What follows belongs to an exercise in optimizing a design on an open flow for small area and a short achievable clock period; a production flow would make more cautious choices. Only simulation tests tie the RTL to the original design; equivalence was not proved.

==> xenon <==
==> flow/design.v (excerpt) <==
module mac #(
    parameter N = 32
  )(
    input  wire                clk,
    input  wire                arst_n,
    input  wire                ce,
    input  wire                sload,
    input  wire signed [N-1:0] A,
    input  wire signed [N-1:0] B,
    output wire                pvalid,
    output wire signed [N-1:0] P
  );
  reg  [31:0] a_n;
  reg  [15:0] one_n;
  reg  [15:0] two_n;
  reg  [15:0] neg;
  reg  [31:0] acc_hi;
  reg  [31:0] acc_lo;
  reg         sl;
  reg         hz;
  reg         pv;
  reg         v;
  wire [63:0] acc_in = {acc_hi & {32{~hz}}, acc_lo};
  wire [63:0] row0;
  wire [63:0] row1;
  wire [63:0] sum;
  wire [32:0] bx = {B, 1'b0};
  wire [15:0] b_one;
  wire [15:0] b_two;
  genvar j;
  generate
    for (j = 0; j < 16; j = j + 1) begin : enc
      assign b_one[j] = bx[2*j+1] ^ bx[2*j];
      assign b_two[j] = (bx[2*j+2] & ~bx[2*j+1] & ~bx[2*j]) | (~bx[2*j+2] & bx[2*j+1] & bx[2*j]);
    end
  endgenerate
  wire ld_ab = ce & ~sload;
  ...
==> module mac_fa1, before the edit <==
module mac_fa1 (
    input  wire x,
    input  wire y,
    output wire s,
    output wire c
  );
  mac_xnor2 u_s (.a(x), .b(y), .y(s));
  mac_or2   u_c (.a(x), .b(y), .y(c));
endmodule
==> module mac_xnor2, before the edit <==
module mac_xnor2 (
    input  wire a,
    input  wire b,
    output wire y
  );
  assign y = ~(a ^ b);
endmodule
==> module mac_or2, before the edit <==
module mac_or2 (
    input  wire a,
    input  wire b,
    output wire y
  );
  assign y = a | b;
endmodule
Settings: LEC_CHECK=0, CAP_MARGIN=20, CORE_MARGIN=2, CORE_UTILIZATION=60, SETUP_SLACK_MARGIN=5, SLEW_MARGIN=20, SYNTH_HIERARCHICAL=1; clock period 16.5 ns.
standard.sh (not shown) runs the stock make flow with config.mk's settings and CLKGATE_MAP_FILE= SYNTH_SCRIPT=/design/flow/synth_recipe.tcl, a recipe that flattens the netlist after the stock synthesis.
==> flow/flow/run.sh <==
#!/bin/bash
# Layout flow: the standard flow (standard.sh) with two changes.
#  1. After the standard synthesis, combinational cells that ABC upsized but
#     that drive only a few loads get their smallest size back
#     (flow/downsize.tcl); nothing else in the netlist changes.
#  2. Ports are buffered with buf_2 cells instead of clkdlybuf4s50_1, the
#     delay cell that buffer_ports picks by default.
# Each step's output goes to its own log here; ORFS's own logs are under orfs/logs.
set -euo pipefail
bash standard.sh synth > synth.log 2>&1
SYNTH_ODB=$PWD/orfs/results/sky130hd/mac/base/1_synth.odb \
  openroad -no_init -exit flow/downsize.tcl > downsize.log 2>&1
BUFFER_PORTS_ARGS="-buffer_cell sky130_fd_sc_hd__buf_2" \
  bash standard.sh finish > layout.log 2>&1
==> flow/flow/downsize.tcl <==
# Give combinational cells that synthesis upsized, but that drive at most
# MAX_FANOUT loads, their smallest drive strength again. Registers, buffers
# and inverters are left alone; repair_design later fixes any slew or
# capacitance this breaks.
set max_fanout 3
set odb_file $::env(SYNTH_ODB)
read_db $odb_file
set db [ord::get_db]
set block [ord::get_db_block]
set count 0
foreach inst [$block getInsts] {
  set m [[$inst getMaster] getName]
  if {![regexp {^(sky130_fd_sc_hd__([a-z0-9]+))_([0-9]+)$} $m -> base kind size]} { continue }
  if {$size == 1 || $size == 0} { continue }
  if {[regexp {^(df|edf|sdf|dl|buf|clkbuf|inv|clkinv|dly|clkdly|conb|tap|fill|decap)} $kind]} { continue }
  set small [$db findMaster ${base}_1]
  if {$small eq "NULL"} { continue }
  set fanout 0
  foreach it [$inst getITerms] {
    if {![$it isOutputSignal]} { continue }
    set net [$it getNet]
    if {$net eq "NULL"} { continue }
    incr fanout [expr {[llength [$net getITerms]] - 1 + [llength [$net getBTerms]]}]
  }
  if {$fanout > $max_fanout} { continue }
  if {[$inst swapMaster $small]} { incr count }
}
puts "downsize: $count instances set to their smallest size"
write_db $odb_file
==> inputs of violet, as changes to xenon <==
--- a/flow/design.v
+++ b/flow/design.v
@@ -2309,18 +2309,4 @@
   );
-  mac_xnor2 u_s (.a(x), .b(y), .y(s));
-  mac_or2   u_c (.a(x), .b(y), .y(c));
-endmodule
-module mac_xnor2 (
-    input  wire a,
-    input  wire b,
-    output wire y
-  );
-  assign y = ~(a ^ b);
-endmodule
-module mac_or2 (
-    input  wire a,
-    input  wire b,
-    output wire y
-  );
-  assign y = a | b;
+  assign s = ~(x ^ y);
+  assign c = x | y;
 endmodule
==> flow/run.sh (new file) <==
#!/bin/bash
# synth_recipe.tcl (not shown) runs the flow's synth.tcl, then flattens the netlist and writes it again
# the make line also repeats each setting of config.mk as NAME=value (left out here)
make -C /OpenROAD-flow-scripts/flow DESIGN_CONFIG=/design/flow/config.mk WORK_HOME=/design/flow/orfs CLKGATE_MAP_FILE= SYNTH_SCRIPT=/design/flow/synth_recipe.tcl finish
CAP_MARGIN = 60   (was 20)
CORE_UTILIZATION = 40   (was 60)
SLEW_MARGIN = 60   (was 20)
removed: flow/flow/run.sh
removed: flow/flow/downsize.tcl
removed: flow/standard.sh
==> inputs of cedar, as changes to xenon <==
--- a/flow/design.v
+++ b/flow/design.v
@@ -2309,18 +2309,4 @@
   );
-  mac_xnor2 u_s (.a(x), .b(y), .y(s));
-  mac_or2   u_c (.a(x), .b(y), .y(c));
-endmodule
-module mac_xnor2 (
-    input  wire a,
-    input  wire b,
-    output wire y
-  );
-  assign y = ~(a ^ b);
-endmodule
-module mac_or2 (
-    input  wire a,
-    input  wire b,
-    output wire y
-  );
-  assign y = a | b;
+  assign s = ~(x ^ y);
+  assign c = x | y;
 endmodule
CAP_MARGIN = 60   (was 20)
CORE_UTILIZATION = 40   (was 60)
SLEW_MARGIN = 60   (was 20)
==> summary of the runs <==
cedar produced a clean layout. xenon passed the timing, design-rule and antenna checks. violet completed with no timing, DRC or antenna violations.
In flip-flop and latch count, cedar and violet do not differ.
The lowest setup slack belongs to violet, the highest to cedar.
Between violet and cedar, the lower first-iteration DRC count is in violet (gap 31%, measured against cedar).
The highest maximum frequency belongs to cedar, the lowest to violet.
Non-clock buffer count, lowest first: xenon, cedar, violet.
Critical path depth: xenon is lower than violet (19).
Count of clock-buffer cells in the layout: cedar is lower than violet (1).
==> figures <==
                                                             cedar        violet         xenon
Area of the multi-input gates                           0.0218 sq mm  0.0254 sq mm  0.0218 sq mm
Status                              no timing/DRC/antenna violations  no timing/DRC/antenna violations  no timing/DRC/antenna violations
Most common cell on crit path                                   fa_1          fa_1         buf_2
Highest metal layer used by the detailed router                 met4          met4          met5
Largest net degree at the start of global routing                 78            54            67
End point of the critical path                            acc_hi[31]    acc_hi[31]          P[8]
Die outline area                                        0.0684 sq mm  0.0775 sq mm  0.0456 sq mm
Number of gates on the worst path with buffers counted            23            23             4
Hold Worst Slack                                            0.489 ns      0.479 ns      0.496 ns
Maximum fanout count along the critical path                      32            23            12
Setup WS pre-CTS                                             8.87 ns       8.57 ns       8.86 ns
Design area                                             0.0294 sq mm  0.0340 sq mm  0.0288 sq mm
Global-route wire length before repair                        147 mm        159 mm        148 mm
Critical hold path startpoint                                      v             v     acc_lo[0]
Reg2Reg Setup Slack                                          8.93 ns       8.59 ns       8.94 ns
Overall die height                                            262 um        278 um        214 um

re-timing with driven ports:
No port has a modelled driver above. Below, the same layouts with a new extraction and two added sets of constraints.
Step 1 (the two cells are an assumption about what drives the block):
set clk [get_ports {clk}]
set_driving_cell -lib_cell sky130_fd_sc_hd__clkbuf_16 $clk
set_driving_cell -lib_cell sky130_fd_sc_hd__buf_2 [delete_from_list [all_inputs] $clk]
Step 2 moves the port delays by t, midway between the first and last clock arrival at a register: inputs arrive t later, outputs are due t later. That takes back most of the time a late clock gives input paths.
Slacks: ideal / step 1 / step 2; pairs: ideal / step 1.
| run | t (ns) | slack for setup (ns) | worst setup path after step 2 | latest minus earliest clock arrival (ns) |
|---|---|---|---|---|
| xenon | 0.562 | 8.869 / 8.845 / 8.845 | input to output | 0.034 / 0.034 |
| violet | 0.567 | 8.586 / 8.567 / 8.567 | input to output | 0.034 / 0.034 |
| cedar | 0.550 | 8.928 / 8.921 / 8.921 | input to output | 0.015 / 0.015 |
After both steps setup and hold are still met in every run listed. For xenon, which loses most, drivers alone change the setup slack by -0.024 ns; drivers and shift together by -0.024 ns.
